Context: an optimization exercise on an open-source flow, tuned for small area and a short achievable clock period. The choices shown serve that exercise and are no tape-out recipe. The RTL was checked by simulation tests, not by an equivalence proof against the original design. The flow treats the clock pin as an ideal source. Dropping or thinning the clock tree relies on that and would not hold on a real chip. Power is estimated from default activity; no workload was simulated.

== job 2498 ==
Design TM_ALU, start of the top module:
module TM_ALU (clk, reset, AvgTxLen, InstExed, CurTxLen, AvgTxLen_new, InstExed_new);
Size: about 320 cells after synthesis, about 3800 sq um of cells after synthesis.
clock: 27.0 ns
lec_check: 0
cap_margin: 20
core_margin: 2
core_utilization: 40
slew_margin: 20
synth_hierarchical: 1
standard.sh (not shown) runs the stock make flow with config.mk's settings and CLKGATE_MAP_FILE= SYNTH_SCRIPT=/design/flow/synth_recipe.tcl, a recipe that flattens the netlist after the stock synthesis.
==> flow/flow/run.sh <==
#!/bin/bash
set -euo pipefail
export SETUP_SLACK_MARGIN=21.4
export BUFFER_PORTS_ARGS="-buffer_cell sky130_fd_sc_hd__buf_1"
export POST_CTS_TCL="$(pwd)/flow/cts_post.tcl"
export CLKTREE_N=${CLKTREE_N:-3}
export CLKTREE_BUF=${CLKTREE_BUF:-sky130_fd_sc_hd__clkbuf_16}
bash standard.sh > standard_flow.log 2>&1
Other scripts of this flow, unchanged in this note and not shown: flow/flow/cts_post.tcl
### job 2498 -> job 9911
--- a/flow/flow/run.sh
+++ b/flow/flow/run.sh
@@ -3 +3 @@
-export SETUP_SLACK_MARGIN=21.4
+export SETUP_SLACK_MARGIN=21.1
==> summary.txt <==
Reported combinational group power: job 9911 vs job 2498 down about 9%. Job 2498 vs job 9911, endpoint of the most critical setup path: InstExed_new[3] vs AvgTxLen_new[7]. Job 2498 -> job 9911: effective utilization at floorplan delta 0, exact match. Wire length on met2: job 9911 > job 2498. The number of iterations in the first detailed-routing pass of job 9911 and that of job 2498 are within noise of each other. Length of routed wiring on met1 of job 9911 is on par with job 2498. Job 9911 drops fewer vias than job 2498. Power: job 9911 draws less than job 2498.
For job 5469, these inputs were changed with respect to job 9911:
--- a/flow/flow/run.sh
+++ b/flow/flow/run.sh
@@ -3 +2,0 @@
-export SETUP_SLACK_MARGIN=21.1
--- outcome ---
- Job 5469: flow completed, timing, DRC and antenna clean
- Job 5469: data arrival time at the worst-slack endpoint is 0.04 ns higher than what job 9911 reported.
- Delta (job 5469 minus job 9911): power share of the clock group now sits higher; maximum VDD drop now sits lower; power after layout now sits lower.
- In the metrics for job 5469 and job 9911, the one carrying the higher post-route core utilization is job 9911.
- From job 9911 to job 5469 the numbers moved as follows: number of register bits inferred by synthesis stayed essentially flat, aggregate routed wire length fell by 0.49%, hold slack stayed essentially flat.
- Critical path depth: job 5469 vs job 9911 identical
In every run of this note, the design's own scripts or RTL, not TritonCTS, make the clock network.

== run A ==
Another version of the RTL of TM_ALU (not shown whole).
For scale: roughly 320 cells after synthesis, about 93 flip-flops, roughly 42 I/O pins, about 0.0038 mm² of cells after synthesis.
Settings: LEC_CHECK=0, CAP_MARGIN=20, CORE_MARGIN=2, CORE_UTILIZATION=40, SLEW_MARGIN=20, SYNTH_HIERARCHICAL=1; clock period 27.0 ns.
==> flow/flow/run.sh <==
#!/bin/bash
set -euo pipefail
export BUFFER_PORTS_ARGS="-buffer_cell sky130_fd_sc_hd__buf_1"
export POST_CTS_TCL="$(pwd)/flow/cts_post.tcl"
export CLKTREE_N=${CLKTREE_N:-3}
export CLKTREE_BUF=${CLKTREE_BUF:-sky130_fd_sc_hd__clkbuf_16}
bash standard.sh > standard_flow.log 2>&1
==> flow/flow/cts_post.tcl <==
set block [ord::get_db_block]
set nbuf $::env(CLKTREE_N)
set bufm [[ord::get_db] findMaster $::env(CLKTREE_BUF)]
set clkport [$block findBTerm clk]
set clknet [$clkport getNet]
# collect the flip-flop clock pins and the clock-tree cells below the port
set sinks {}
set tree {}
set todo [list $clknet]
while {[llength $todo]} {
  set net [lindex $todo 0]; set todo [lrange $todo 1 end]
  foreach it [$net getITerms] {
    if {[$it isOutputSignal]} continue
    set inst [$it getInst]
    set mname [[$inst getMaster] getName]
    if {[string match "*dfxtp*" $mname]} {
      lappend sinks $it
    } else {
      lappend tree $inst
      foreach ot [$inst getITerms] {
        if {[$ot isOutputSignal] && [$ot getNet] ne "NULL"} { lappend todo [$ot getNet] }
      }
    }
  }
}
puts "clock tree: [llength $sinks] sinks, [llength $tree] tree cells"
# remove the old tree
set oldnets {}
foreach inst $tree {
  foreach ot [$inst getITerms] {
    if {[$ot isOutputSignal] && [$ot getNet] ne "NULL"} { lappend oldnets [$ot getNet] }
  }
}
foreach it $sinks { $it disconnect }
foreach inst $tree { odb::dbInst_destroy $inst }
foreach net [lsort -unique $oldnets] { if {$net ne $clknet} { odb::dbNet_destroy $net } }
# k-means on the flip-flop locations
set pts {}
foreach it $sinks {
  set b [[$it getInst] getBBox]
  lappend pts [list [expr {([$b xMin]+[$b xMax])/2.0}] [expr {([$b yMin]+[$b yMax])/2.0}]]
}
set n [llength $pts]
set cent {}
set sorted [lsort -real -index 0 $pts]
for {set k 0} {$k < $nbuf} {incr k} {
  lappend cent [lindex $sorted [expr {int(($k + 0.5) * $n / $nbuf)}]]
}
for {set iter 0} {$iter < 30} {incr iter} {
  set asg {}
  foreach p $pts {
    set best 0; set bd 1e30
    for {set k 0} {$k < $nbuf} {incr k} {
      set c [lindex $cent $k]
      set d [expr {abs([lindex $p 0]-[lindex $c 0]) + abs([lindex $p 1]-[lindex $c 1])}]
      if {$d < $bd} { set bd $d; set best $k }
    }
    lappend asg $best
  }
  set newc {}
  for {set k 0} {$k < $nbuf} {incr k} {
    set sx 0; set sy 0; set m 0
    foreach p $pts a $asg { if {$a == $k} { set sx [expr {$sx+[lindex $p 0]}]; set sy [expr {$sy+[lindex $p 1]}]; incr m } }
    if {$m} { lappend newc [list [expr {$sx/$m}] [expr {$sy/$m}]] } else { lappend newc [lindex $cent $k] }
  }
  set cent $newc
}
for {set k 0} {$k < $nbuf} {incr k} {
  set inst [odb::dbInst_create $block $bufm "clkbuf_one_$k"]
  set net [odb::dbNet_create $block "clknet_one_$k"]
  $net setSigType CLOCK
  [$inst findITerm A] connect $clknet
  [$inst findITerm X] connect $net
  set c [lindex $cent $k]
  $inst setLocation [expr {int([lindex $c 0])}] [expr {int([lindex $c 1])}]
  $inst setPlacementStatus PLACED
  set m 0
  foreach it $sinks a $asg { if {$a == $k} { $it connect $net; incr m } }
  puts "clkbuf_one_$k: $m sinks"
}
detailed_placement
check_placement -verbose
estimate_parasitics -placement
report_clock_skew
Run A ran to completion and came out clean on the timing, design-rule and antenna checks.
The inputs of run B differ from those of run A as listed below.
- CORE_UTILIZATION changed from 40 to 60
diff --git a/flow/flow/run.sh b/flow/flow/run.sh
--- a/flow/flow/run.sh
+++ b/flow/flow/run.sh
@@ -4,3 +4,3 @@
 export POST_CTS_TCL="$(pwd)/flow/cts_post.tcl"
-export CLKTREE_N=${CLKTREE_N:-3}
+export CLKTREE_N=${CLKTREE_N:-4}
 export CLKTREE_BUF=${CLKTREE_BUF:-sky130_fd_sc_hd__clkbuf_16}
Findings:
Compared with run A, in run B combinational share of power decreased 0.6 points, core footprint decreased 0.0030 mm², post-layout instance area decreased 40 µm², final cell count without fillers decreased 51, highest clock frequency the design can meet increased about 0.4%.
Run B ended with more clock network fraction of total power than run A.
On post-placement setup slack, run A loses to run B.
Run A vs run B, capture point of the worst path: AvgTxLen_new[6] vs AvgTxLen_new[4]
Taking run A as the reference, in run B fraction of met3 tracks used by global routing up 0.73 points, minimum period implied by the final worst setup slack moved down.
Compared with run A, run B has extra setup slack.
--- input diff run B..run C ---
- a change of CORE_UTILIZATION from 60 to 40
Run B → run C: register-to-register setup slack saw a decrease; core utilization now sits lower; transition time at the pin with the least slew margin lower. Re HPWL after detailed placement: run B and run C aren't equal, and the lower value belongs to run B.
In every run of this note, the design's own scripts or RTL, not TritonCTS, make the clock network.

== job 101 ==
Another version of the RTL of TM_ALU (not shown whole).
Size in the first run: roughly 330 cells after synthesis, about 99 flip-flops, about 42 I/O pins, about 3800 sq um of cells after synthesis.
==> flow/config.mk <==
export PLATFORM = sky130hd
export DESIGN_NAME = TM_ALU
export DESIGN_NICKNAME = TM_ALU
export VERILOG_FILES = /design/flow/design.v
export SDC_FILE = /design/flow/constraint.sdc
export NUM_CORES = 4
export LEC_CHECK = 0
export ABC_AREA = 1
export ABC_CLOCK_PERIOD_IN_PS = 6000
export CAP_MARGIN = 20
export CORE_MARGIN = 2
export CORE_UTILIZATION = 40
export SLEW_MARGIN = 20
==> flow/constraint.sdc <==
create_clock -name core_clock -period 27.0 [get_ports {clk}]
set_input_delay 5.4000 -clock core_clock [delete_from_list [all_inputs] [get_ports {clk}]]
set_output_delay 5.4000 -clock core_clock [all_outputs]
set_load 0.01 [all_outputs]
run.sh (not shown) runs the stock make flow with config.mk's settings and CLKGATE_MAP_FILE= SYNTH_SCRIPT=/design/flow/synth_recipe.tcl, a recipe that flattens the netlist after the stock synthesis.
Stock flow here: none of the scripts above is used.
Input changes introduced in job 102 (baseline for comparison: job 101):
==> flow/flow/run.sh (new file) <==
#!/bin/bash
set -euo pipefail
export BUFFER_PORTS_ARGS="-buffer_cell sky130_fd_sc_hd__buf_1"
bash standard.sh > standard_flow.log 2>&1
==> flow/standard.sh (new file) <==
#!/bin/bash
# synth_recipe.tcl (not shown) runs the flow's synth.tcl, then flattens the netlist and writes it again
# the make line also repeats each setting of config.mk as NAME=value (left out here)
make -C /OpenROAD-flow-scripts/flow DESIGN_CONFIG=/design/flow/config.mk WORK_HOME=/design/flow/orfs CLKGATE_MAP_FILE= SYNTH_SCRIPT=/design/flow/synth_recipe.tcl "${@:-finish}"
removed: flow/run.sh
Notes after the runs:
- Result for job 101 and job 102: all clean
- When job 102 is measured against job 101, its buffering stage count on the worst path with inverters included turns out 4 higher.
- Peak supply drop: job 101 and job 102 compared, higher one is job 101
- Count of buffers inserted at the top-level ports came out exactly the same in job 101 and job 102.
- Summary of job 102 over job 101: clock input transition at the sequential cells of the worst setup and hold paths flat, total design power down 3.8%, worst path setup slack after routing down 0.013 ns, combinational group share of total power down 1.8 points, net switching power of the design up 3.9 uW.
- Summary — detailed router's first-iteration violation count, job 102 relative to job 101: higher, by 100%.
- Delta (job 102 minus job 101): area of all placed cells without fillers lost 5.7%, wire length reported by the detailed router lost 3.8%.

TM_ALU, a different RTL version from the one above (not shown whole).
Size: ~320 cells after synthesis, ~93 flip-flops, ~42 I/O pins, roughly 0.0038 mm² of cells after synthesis.
clock: 27.0 ns
lec_check: 0
cap_margin: 20
core_margin: 2
core_utilization: 40
slew_margin: 20
synth_hierarchical: 1
standard.sh (not shown) runs the stock make flow with config.mk's settings and CLKGATE_MAP_FILE= SYNTH_SCRIPT=/design/flow/synth_recipe.tcl, a recipe that flattens the netlist after the stock synthesis.
==> flow/flow/run.sh <==
#!/bin/bash
set -euo pipefail
export BUFFER_PORTS_ARGS="-buffer_cell sky130_fd_sc_hd__buf_1"
export POST_CTS_TCL="$(pwd)/flow/cts_post.tcl"
export CLKTREE_N=${CLKTREE_N:-3}
export CLKTREE_BUF=${CLKTREE_BUF:-sky130_fd_sc_hd__clkbuf_16}
bash standard.sh > standard_flow.log 2>&1
==> flow/flow/cts_post.tcl <==
set block [ord::get_db_block]
set nbuf $::env(CLKTREE_N)
set bufm [[ord::get_db] findMaster $::env(CLKTREE_BUF)]
set clkport [$block findBTerm clk]
set clknet [$clkport getNet]
# collect the flip-flop clock pins and the clock-tree cells below the port
set sinks {}
set tree {}
set todo [list $clknet]
while {[llength $todo]} {
  set net [lindex $todo 0]; set todo [lrange $todo 1 end]
  foreach it [$net getITerms] {
    if {[$it isOutputSignal]} continue
    set inst [$it getInst]
    set mname [[$inst getMaster] getName]
    if {[string match "*dfxtp*" $mname]} {
      lappend sinks $it
    } else {
      lappend tree $inst
      foreach ot [$inst getITerms] {
        if {[$ot isOutputSignal] && [$ot getNet] ne "NULL"} { lappend todo [$ot getNet] }
      }
    }
  }
}
puts "clock tree: [llength $sinks] sinks, [llength $tree] tree cells"
# remove the old tree
set oldnets {}
foreach inst $tree {
  foreach ot [$inst getITerms] {
    if {[$ot isOutputSignal] && [$ot getNet] ne "NULL"} { lappend oldnets [$ot getNet] }
  }
}
foreach it $sinks { $it disconnect }
foreach inst $tree { odb::dbInst_destroy $inst }
foreach net [lsort -unique $oldnets] { if {$net ne $clknet} { odb::dbNet_destroy $net } }
# k-means on the flip-flop locations
set pts {}
foreach it $sinks {
  set b [[$it getInst] getBBox]
  lappend pts [list [expr {([$b xMin]+[$b xMax])/2.0}] [expr {([$b yMin]+[$b yMax])/2.0}]]
}
set n [llength $pts]
set cent {}
set sorted [lsort -real -index 0 $pts]
for {set k 0} {$k < $nbuf} {incr k} {
  lappend cent [lindex $sorted [expr {int(($k + 0.5) * $n / $nbuf)}]]
}
# balanced k-means: each buffer gets at most ceil(n / nbuf) flip-flops
set cap [expr {($n + $nbuf - 1) / $nbuf}]
for {set iter 0} {$iter < 30} {incr iter} {
  set pairs {}
  set i 0
  foreach p $pts {
    for {set k 0} {$k < $nbuf} {incr k} {
      set c [lindex $cent $k]
      lappend pairs [list [expr {abs([lindex $p 0]-[lindex $c 0]) + abs([lindex $p 1]-[lindex $c 1])}] $i $k]
    }
    incr i
  }
  set asg [lrepeat $n -1]
  set fill [lrepeat $nbuf 0]
  foreach pr [lsort -real -index 0 $pairs] {
    lassign $pr d i k
    if {[lindex $asg $i] >= 0 || [lindex $fill $k] >= $cap} continue
    lset asg $i $k
    lset fill $k [expr {[lindex $fill $k] + 1}]
  }
  set newc {}
  for {set k 0} {$k < $nbuf} {incr k} {
    set sx 0; set sy 0; set m 0
    foreach p $pts a $asg { if {$a == $k} { set sx [expr {$sx+[lindex $p 0]}]; set sy [expr {$sy+[lindex $p 1]}]; incr m } }
    if {$m} { lappend newc [list [expr {$sx/$m}] [expr {$sy/$m}]] } else { lappend newc [lindex $cent $k] }
  }
  set cent $newc
}
for {set k 0} {$k < $nbuf} {incr k} {
  set inst [odb::dbInst_create $block $bufm "clkbuf_one_$k"]
  set net [odb::dbNet_create $block "clknet_one_$k"]
  $net setSigType CLOCK
  [$inst findITerm A] connect $clknet
  [$inst findITerm X] connect $net
  set c [lindex $cent $k]
  $inst setLocation [expr {int([lindex $c 0])}] [expr {int([lindex $c 1])}]
  $inst setPlacementStatus PLACED
  set m 0
  foreach it $sinks a $asg { if {$a == $k} { $it connect $net; incr m } }
  puts "clkbuf_one_$k: $m sinks"
}
detailed_placement
check_placement -verbose
estimate_parasitics -placement
report_clock_skew
Change:
--- a/flow/config.mk
+++ b/flow/config.mk
@@ -10 +10 @@
-export CORE_UTILIZATION = 40
+export CORE_UTILIZATION = 60
After rerunning:
- The changed run finished clean
- sequential power stays flat
- worst setup slack loses 0.014 ns
- synthesized cell count is unchanged
- utilization rises by 22 points
- register-to-register slack is worse by 0.03 ns
- wire length went down by 0.74%
- via count goes up by 1.6%
- power stays flat
- die area decreases by 32%
- synthesized area does not change
Change:
--- a/flow/flow/cts_post.tcl
+++ b/flow/flow/cts_post.tcl
@@ -49,2 +48,0 @@
-# balanced k-means: each buffer gets at most ceil(n / nbuf) flip-flops
-set cap [expr {($n + $nbuf - 1) / $nbuf}]
@@ -52,2 +50 @@
-  set pairs {}
-  set i 0
+  set asg {}
@@ -54,0 +52 @@
+    set best 0; set bd 1e30
@@ -57 +55,2 @@
-      lappend pairs [list [expr {abs([lindex $p 0]-[lindex $c 0]) + abs([lindex $p 1]-[lindex $c 1])}] $i $k]
+      set d [expr {abs([lindex $p 0]-[lindex $c 0]) + abs([lindex $p 1]-[lindex $c 1])}]
+      if {$d < $bd} { set bd $d; set best $k }
@@ -59,9 +58 @@
-    incr i
-  }
-  set asg [lrepeat $n -1]
-  set fill [lrepeat $nbuf 0]
-  foreach pr [lsort -real -index 0 $pairs] {
-    lassign $pr d i k
-    if {[lindex $asg $i] >= 0 || [lindex $fill $k] >= $cap} continue
-    lset asg $i $k
-    lset fill $k [expr {[lindex $fill $k] + 1}]
+    lappend asg $best
Result: The changed run completed with no timing, DRC or antenna violations. Maximum frequency stays flat. Sequential share of layout area does not change. Wire length goes up slightly. Design area stays the same. Hold slack hardly moves. Clock skew rose by 0.022 ns. Sequential power barely changes.
No run of this note takes its clock network from TritonCTS; it comes from the design's own scripts or RTL.

## separate check: timing with driven ports
No port has a modelled driver above. Below, the same layouts with a new extraction and two added sets of constraints. Step 1: set_driving_cell puts a clkbuf_16 on clk and a buf_2 on each other input, an assumption about the parent block. Step 2 adds t to the input delays and takes it off the output delays; t is the mean of the earliest and latest rising clock arrival at the registers after step 1. Input paths then give back, and output paths get back, about the clock's delay inside the block. Three values: ideal ports, drivers, drivers and shift; two values: the first two.
| run | t, ns | slack for setup (ns) | hold WS [ns] | clock arrival spread, ns | cell pins on the clock port's net |
|---|---|---|---|---|---|
| job 2498 | 0.225 | 20.997 / 20.936 / 21.161 | 0.335 / 0.335 / 0.335 | 0.011 / 0.011 | 3 |
| job 9911 | 0.229 | 20.985 / 20.924 / 21.152 | 0.336 / 0.336 / 0.336 | 0.007 / 0.007 | 3 |
| job 5469 | 0.228 | 20.949 / 20.887 / 21.115 | 0.336 / 0.336 / 0.336 | 0.008 / 0.009 | 3 |
| run A | 0.229 | 20.952 / 20.889 / 21.118 | 0.336 / 0.336 / 0.336 | 0.019 / 0.020 | 3 |
| run B | 0.218 | 20.976 / 20.905 / 21.123 | 0.335 / 0.335 / 0.335 | 0.026 / 0.026 | 4 |
| run C | 0.223 | 20.970 / 20.898 / 21.101 | 0.333 / 0.333 / 0.333 | 0.025 / 0.026 | 4 |
| job 101 | 0.377 | 20.377 / 20.346 / 20.397 | 0.332 / 0.332 / 0.332 | 0.016 / 0.015 | 1 |
| job 102 | 0.381 | 20.363 / 20.363 / 20.363 | 0.329 / 0.329 / 0.329 | 0.017 / 0.017 | 1 |
| the first run of note 4 | 0.227 | 20.956 / 20.896 / 21.123 | 0.333 / 0.333 / 0.333 | 0.015 / 0.015 | 3 |
| the second run of note 4 | 0.225 | 20.942 / 20.882 / 21.100 | 0.336 / 0.336 / 0.336 | 0.011 / 0.011 | 3 |
| the third run of note 4 | 0.220 | 20.946 / 20.886 / 21.103 | 0.333 / 0.333 / 0.333 | 0.033 / 0.033 | 3 |
After both steps every run listed still meets setup and hold.
